Context: an optimization exercise on an open-source flow, tuned for small area. The choices shown serve that exercise and are no tape-out recipe. At most, simulation tests tie the RTL to the original design; equivalence was not proved. No activity file was given, so power comes from the tool's default toggle rates.

==> inputs of build 17 <==
==> flow/design.v <==
module dp_memory(clk,rst,valid,we,re,r_addr,w_data,w_addr,r_data,ready);
  parameter DATA_SIZE=32;
  parameter ADDR_WIDTH=4;
  localparam DEPTH=2**ADDR_WIDTH;
  input clk,rst,valid,we,re;
  input[DATA_SIZE-1:0]w_data;
  input[ADDR_WIDTH-1:0]w_addr,r_addr;
  output reg [DATA_SIZE-1:0]r_data;
  output reg ready;
  wire nclr = rst & ~(valid & ~we & ~re);
  wire wr   = rst & valid & we;
  wire rd   = rst & valid & re;
  wire [3:0] wlo, whi, rlo, rhi;
  genvar i, j;
  generate
    for (i = 0; i < 4; i = i + 1) begin : g_pre
      assign wlo[i] = wr & (w_addr[1:0] == i);
      assign whi[i] = (w_addr[3:2] == i);
      assign rlo[i] = rd & (r_addr[1:0] == i);
      assign rhi[i] = (r_addr[3:2] == i);
    end
  endgenerate
  reg  [DATA_SIZE*DEPTH-1:0] mem;
  wire [DATA_SIZE*DEPTH-1:0] mem_d;
  wire [DEPTH-1:0] wen_n, wen, hold;
  wire [DEPTH-1:0] sel;
  generate
    for (i = 0; i < DEPTH; i = i + 1) begin : g_word
      dpm_nand2 u_wn (.a(wlo[i%4]), .b(whi[i/4]), .y(wen_n[i]));
      dpm_inv   u_w  (.a(wen_n[i]), .y(wen[i]));
      dpm_and2  u_h  (.a(nclr), .b(wen_n[i]), .y(hold[i]));
      dpm_and2  u_s  (.a(rlo[i%4]), .b(rhi[i/4]), .y(sel[i]));
      for (j = 0; j < DATA_SIZE; j = j + 1) begin : g_bit
        dpm_a22o u_d (.a1(wen[i]), .a2(w_data[j]), .b1(hold[i]), .b2(mem[i*DATA_SIZE+j]),
                      .y(mem_d[i*DATA_SIZE+j]));
      end
    end
  endgenerate
  always @(posedge clk)
    mem <= mem_d;
  wire rhold = ~rd;
  wire [DATA_SIZE-1:0] r_d;
  generate
    for (j = 0; j < DATA_SIZE; j = j + 1) begin : g_rbit
      wire [4:0] n;   
      wire v, w;
      for (i = 0; i < 5; i = i + 1) begin : g_grp
        dpm_a222oi u_g (.a1(sel[3*i]),   .a2(mem[(3*i)*DATA_SIZE+j]),
                        .b1(sel[3*i+1]), .b2(mem[(3*i+1)*DATA_SIZE+j]),
                        .c1(sel[3*i+2]), .c2(mem[(3*i+2)*DATA_SIZE+j]),
                        .y(n[i]));
      end
      dpm_nand2  u_v (.a(n[3]), .b(n[4]), .y(v));
      dpm_a221oi u_w (.a1(sel[15]), .a2(mem[15*DATA_SIZE+j]), .b1(rhold), .b2(r_data[j]),
                      .c1(v), .y(w));
      dpm_nand4  u_o (.a(n[0]), .b(n[1]), .c(n[2]), .d(w), .y(r_d[j]));
    end
  endgenerate
  always @(posedge clk) begin
    r_data <= r_d;
    if (rst) ready <= valid;
  end
endmodule
module dpm_inv(a, y);
  input a;
  output y;
  assign y = ~a;
endmodule
module dpm_nand2(a, b, y);
  input a, b;
  output y;
  assign y = ~(a & b);
endmodule
module dpm_and2(a, b, y);
  input a, b;
  output y;
  assign y = a & b;
endmodule
module dpm_nand4(a, b, c, d, y);
  input a, b, c, d;
  output y;
  assign y = ~(a & b & c & d);
endmodule
module dpm_a22o(a1, a2, b1, b2, y);
  input a1, a2, b1, b2;
  output y;
  assign y = (a1 & a2) | (b1 & b2);
endmodule
module dpm_a221oi(a1, a2, b1, b2, c1, y);
  input a1, a2, b1, b2, c1;
  output y;
  assign y = ~((a1 & a2) | (b1 & b2) | c1);
endmodule
module dpm_a222oi(a1, a2, b1, b2, c1, c2, y);
  input a1, a2, b1, b2, c1, c2;
  output y;
  assign y = ~((a1 & a2) | (b1 & b2) | (c1 & c2));
endmodule
==> flow/flow/run.sh <==
#!/bin/bash
# Standard synthesis unchanged; then every combinational cell is set to its
# smallest drive strength, and the standard layout steps run with small port
# buffers and a clock tree of small buffers without dummy loads.
set -o pipefail
HERE=$(pwd)
bash standard.sh synth > synth_standard.log 2>&1 || exit 1
RES=$HERE/orfs/results/$FLOW_PLATFORM/dp_memory/base
ODB_FILE=$RES/1_synth.odb openroad -no_init -exit flow/downsize.tcl > downsize.log 2>&1 || exit 1
touch $RES/1_synth.sdc
export REMOVE_ABC_BUFFERS=1
export BUFFER_PORTS_ARGS="-buffer_cell sky130_fd_sc_hd__buf_1"
export CTS_ARGS="-sink_clustering_enable -repair_clock_nets -dont_use_dummy_load -buf_list sky130_fd_sc_hd__clkbuf_4 -sink_clustering_size 10 -sink_clustering_max_diameter 60"
bash standard.sh finish > layout.log 2>&1
==> flow/flow/downsize.tcl <==
# Give every combinational cell of the synthesized netlist the smallest
# drive strength of its function; the layout's repair steps upsize or
# buffer wherever a net needs more drive.
set odb $::env(ODB_FILE)
read_db $odb
set db [ord::get_db]
array set best {}
foreach lib [$db getLibs] {
  foreach m [$lib getMasters] {
    set n [$m getName]
    if {![regexp {^(sky130_fd_sc_hd__[a-z0-9]+)_([0-9]+)$} $n -> fn sz]} { continue }
    set a [expr {[$m getWidth] * [$m getHeight]}]
    if {![info exists best($fn)] || $a < [lindex $best($fn) 1] || ($a == [lindex $best($fn) 1] && $sz == 1)} {
      set best($fn) [list $m $a]
    }
  }
}
set dont_use {sky130_fd_sc_hd__probe_p sky130_fd_sc_hd__probec_p sky130_fd_sc_hd__lpflow_bleeder}
set n 0
foreach inst [[$db getChip] getBlock] { }
foreach inst [[[$db getChip] getBlock] getInsts] {
  set m [$inst getMaster]
  set name [$m getName]
  if {![regexp {^(sky130_fd_sc_hd__[a-z0-9]+)_([0-9]+)$} $name -> fn sz]} { continue }
  # registers keep their cells
  if {[regexp {__(df|edf|sdf|sedf|dl)} $fn]} { continue }
  if {![info exists best($fn)]} { continue }
  set bm [lindex $best($fn) 0]
  if {[$bm getName] eq $name} { continue }
  if {[lindex $best($fn) 1] >= [expr {[$m getWidth] * [$m getHeight]}]} { continue }
  if {[$inst swapMaster $bm]} {
    puts "downsize [$inst getName] $name -> [$bm getName]"
    incr n
  }
}
puts "downsized $n cells"
write_db $odb
==> flow/standard.sh <==
#!/bin/bash
# synth_recipe.tcl (not shown) runs the flow's synth.tcl, then flattens the netlist and writes it again
# the make line also repeats each setting of config.mk as NAME=value (left out here)
make -C /OpenROAD-flow-scripts/flow DESIGN_CONFIG=/design/flow/config.mk WORK_HOME=/design/flow/orfs CLKGATE_MAP_FILE= SYNTH_SCRIPT=/design/flow/synth_recipe.tcl "${@:-finish}"
==> flow/config.mk <==
export PLATFORM = sky130hd
export DESIGN_NAME = dp_memory
export DESIGN_NICKNAME = dp_memory
export VERILOG_FILES = /design/flow/design.v
export SDC_FILE = /design/flow/constraint.sdc
export NUM_CORES = 4
export LEC_CHECK = 0
export CAP_MARGIN = 20
export CORE_MARGIN = 2
export CORE_UTILIZATION = 40
export SLEW_MARGIN = 20
export SYNTH_HIERARCHICAL = 1
export SYNTH_MINIMUM_KEEP_SIZE = 0
==> flow/constraint.sdc <==
create_clock -name core_clock -period 5.0 [get_ports {clk}]
set_input_delay 1.0000 -clock core_clock [delete_from_list [all_inputs] [get_ports {clk}]]
set_output_delay 1.0000 -clock core_clock [all_outputs]
set_load 0.01 [all_outputs]
==> trial 84: changes against build 17 <==
==> flow/design.v, changed modules only <==
module dp_memory(clk,rst,valid,we,re,r_addr,w_data,w_addr,r_data,ready);
  parameter DATA_SIZE=32;
  parameter ADDR_WIDTH=4;
  localparam DEPTH=2**ADDR_WIDTH;
  input clk,rst,valid,we,re;
  input[DATA_SIZE-1:0]w_data;
  input[ADDR_WIDTH-1:0]w_addr,r_addr;
  output reg [DATA_SIZE-1:0]r_data;
  output reg ready;
  wire clr = ~rst | (valid & ~we & ~re);
  wire wr  = rst & valid & we;
  wire rd  = rst & valid & re;
  reg  [DATA_SIZE*DEPTH-1:0] mem;
  wire [DATA_SIZE*DEPTH-1:0] mem_d;
  wire [DEPTH-1:0] wen, hold;
  wire [DEPTH-1:0] sel;
  genvar i, j;
  generate
    for (i = 0; i < DEPTH; i = i + 1) begin : g_word
      assign wen[i]  = wr & (w_addr == i);
      assign hold[i] = ~(clr | wen[i]);
      assign sel[i]  = rd & (r_addr == i);
      for (j = 0; j < DATA_SIZE; j = j + 1) begin : g_bit
        dpm_a22o u_d (.a1(wen[i]), .a2(w_data[j]), .b1(hold[i]), .b2(mem[i*DATA_SIZE+j]),
                      .y(mem_d[i*DATA_SIZE+j]));
      end
    end
  endgenerate
  always @(posedge clk)
    mem <= mem_d;
  wire rhold = ~rd;
  wire [DATA_SIZE-1:0] r_d;
  generate
    for (j = 0; j < DATA_SIZE; j = j + 1) begin : g_rbit
      wire [4:0] n;   
      for (i = 0; i < 5; i = i + 1) begin : g_grp
        dpm_a222oi u_g (.a1(sel[3*i]),   .a2(mem[(3*i)*DATA_SIZE+j]),
                        .b1(sel[3*i+1]), .b2(mem[(3*i+1)*DATA_SIZE+j]),
                        .c1(sel[3*i+2]), .c2(mem[(3*i+2)*DATA_SIZE+j]),
                        .y(n[i]));
      end
      dpm_fin u_f (.n0(n[0]), .n1(n[1]), .n2(n[2]), .n3(n[3]), .n4(n[4]),
                   .a1(sel[15]), .a2(mem[15*DATA_SIZE+j]), .b1(rhold), .b2(r_data[j]), .y(r_d[j]));
    end
  endgenerate
  always @(posedge clk) begin
    r_data <= r_d;
    if (rst) ready <= valid;
  end
endmodule
module dpm_a22oi(a1, a2, b1, b2, y);
  input a1, a2, b1, b2;
  output y;
  assign y = ~((a1 & a2) | (b1 & b2));
endmodule
module dpm_nand3b(a_n, b, c, y);
  input a_n, b, c;
  output y;
  assign y = ~(~a_n & b & c);
endmodule
module dpm_fin(n0, n1, n2, n3, n4, a1, a2, b1, b2, y);
  input n0, n1, n2, n3, n4, a1, a2, b1, b2;
  output y;
  assign y = ~(n0 & n1 & n2 & n3 & n4) | (a1 & a2) | (b1 & b2);
endmodule
// module dpm_inv removed
// module dpm_nand2 removed
// module dpm_and2 removed
// module dpm_a221oi removed
==> flow/run.sh (new file) <==
#!/bin/bash
# synth_recipe.tcl (not shown) runs the flow's synth.tcl, then flattens the netlist and writes it again
# the make line also repeats each setting of config.mk as NAME=value (left out here)
make -C /OpenROAD-flow-scripts/flow DESIGN_CONFIG=/design/flow/config.mk WORK_HOME=/design/flow/orfs CLKGATE_MAP_FILE= SYNTH_SCRIPT=/design/flow/synth_recipe.tcl finish
--- a/flow/config.mk
+++ b/flow/config.mk
@@ -8,6 +8,7 @@
 export CAP_MARGIN = 20
 export CORE_MARGIN = 2
 export CORE_UTILIZATION = 40
+export CTS_BUF_LIST = sky130_fd_sc_hd__clkbuf_4
 export SLEW_MARGIN = 20
 export SYNTH_HIERARCHICAL = 1
 export SYNTH_MINIMUM_KEEP_SIZE = 0
removed: flow/flow/run.sh
removed: flow/flow/downsize.tcl
removed: flow/standard.sh
==> notes.md <==
Summed area of non-filler cells in the final layout: build 17 19,900 µm²; trial 84 22,100 µm²
Sequential fraction of design power: build 17 65.9%; trial 84 51.5%
Detailed Place HPWL: build 17 35,200 µm; trial 84 33,200 µm
Internal Dissipation: build 17 4.98 mW; trial 84 6.43 mW
Worst hold slack across all endpoints: build 17 456 ps; trial 84 468 ps
Die extent in x: build 17 216 µm; trial 84 218 µm
Result of the run: build 17 no timing/DRC/antenna violations; trial 84 no timing/DRC/antenna violations
Global-route met2 utilization: build 17 39.2%; trial 84 41.5%
Worst min-delay path class: build 17 input pin to register; trial 84 register to register
Critical R2R Launch: build 17 mem[412]$_DFF_P_; trial 84 mem[29]$_DFF_P_
Avg Inst Size Synth: build 17 12.9 µm²; trial 84 12.9 µm²
Routed length per instance: build 17 29.2 µm; trial 84 26.3 µm
Number of clock buffer instances in the layout: build 17 61; trial 84 196
Clock network share of area: build 17 2.30%; trial 84 7.81%
Leakage component of the power: build 17 7.50 nW; trial 84 8.62 nW
Worst flop-to-flop path endpoint: build 17 r_data[28]$_DFF_P_; trial 84 r_data[29]$_DFF_P_
Logic power comb: build 17 0.317 mW; trial 84 0.359 mW
Share of final-layout standard cells stronger than drive strength 1: build 17 7.31%; trial 84 17.3%
Die area: build 17 46,800 µm²; trial 84 47,300 µm²
Crit path DAT: build 17 3530 ps; trial 84 3780 ps
Data required time of the critical path: build 17 5750 ps; trial 84 5730 ps
Global-route wire length before repair: build 17 94,700 µm; trial 84 94,600 µm
Peak Freq: build 17 360 MHz; trial 84 328 MHz
The RTL of build 17 was laid out without a check of its function.

-- static timing again, ports no longer ideal --
The results above use ideal ports. As a check the final layouts listed here were re-extracted and re-timed, cells and wires unchanged. Step 1, drivers: a clkbuf_16 drives clk and a buf_2 each remaining input, both assumed. Step 2 adds t to the input delays and takes it off the output delays; t is the mean of the earliest and latest rising clock arrival at the registers after step 1. Input paths then give back, and output paths get back, about the clock's delay inside the block. Slacks: no drivers / after step 1 / after step 2; pairs: no drivers / after step 1.
run | t, ns | setup WS [ns] | latest minus earliest clock arrival (ns) | slew at the worst register clock pin (ns) | worst slew at a driven data input, ns
build 17 | 0.885 | 2.222 / 2.256 / 1.371 | 0.056 / 0.056 | 0.12 / 0.12 | 0.08
trial 84 | 0.861 | 1.948 / 1.971 / 1.110 | 0.055 / 0.055 | 0.08 / 0.08 | 0.05
After both steps setup and hold are still met in every run listed. The setup slack of build 17, which loses most, moves by +0.034 ns with the drivers and by -0.851 ns with both steps.
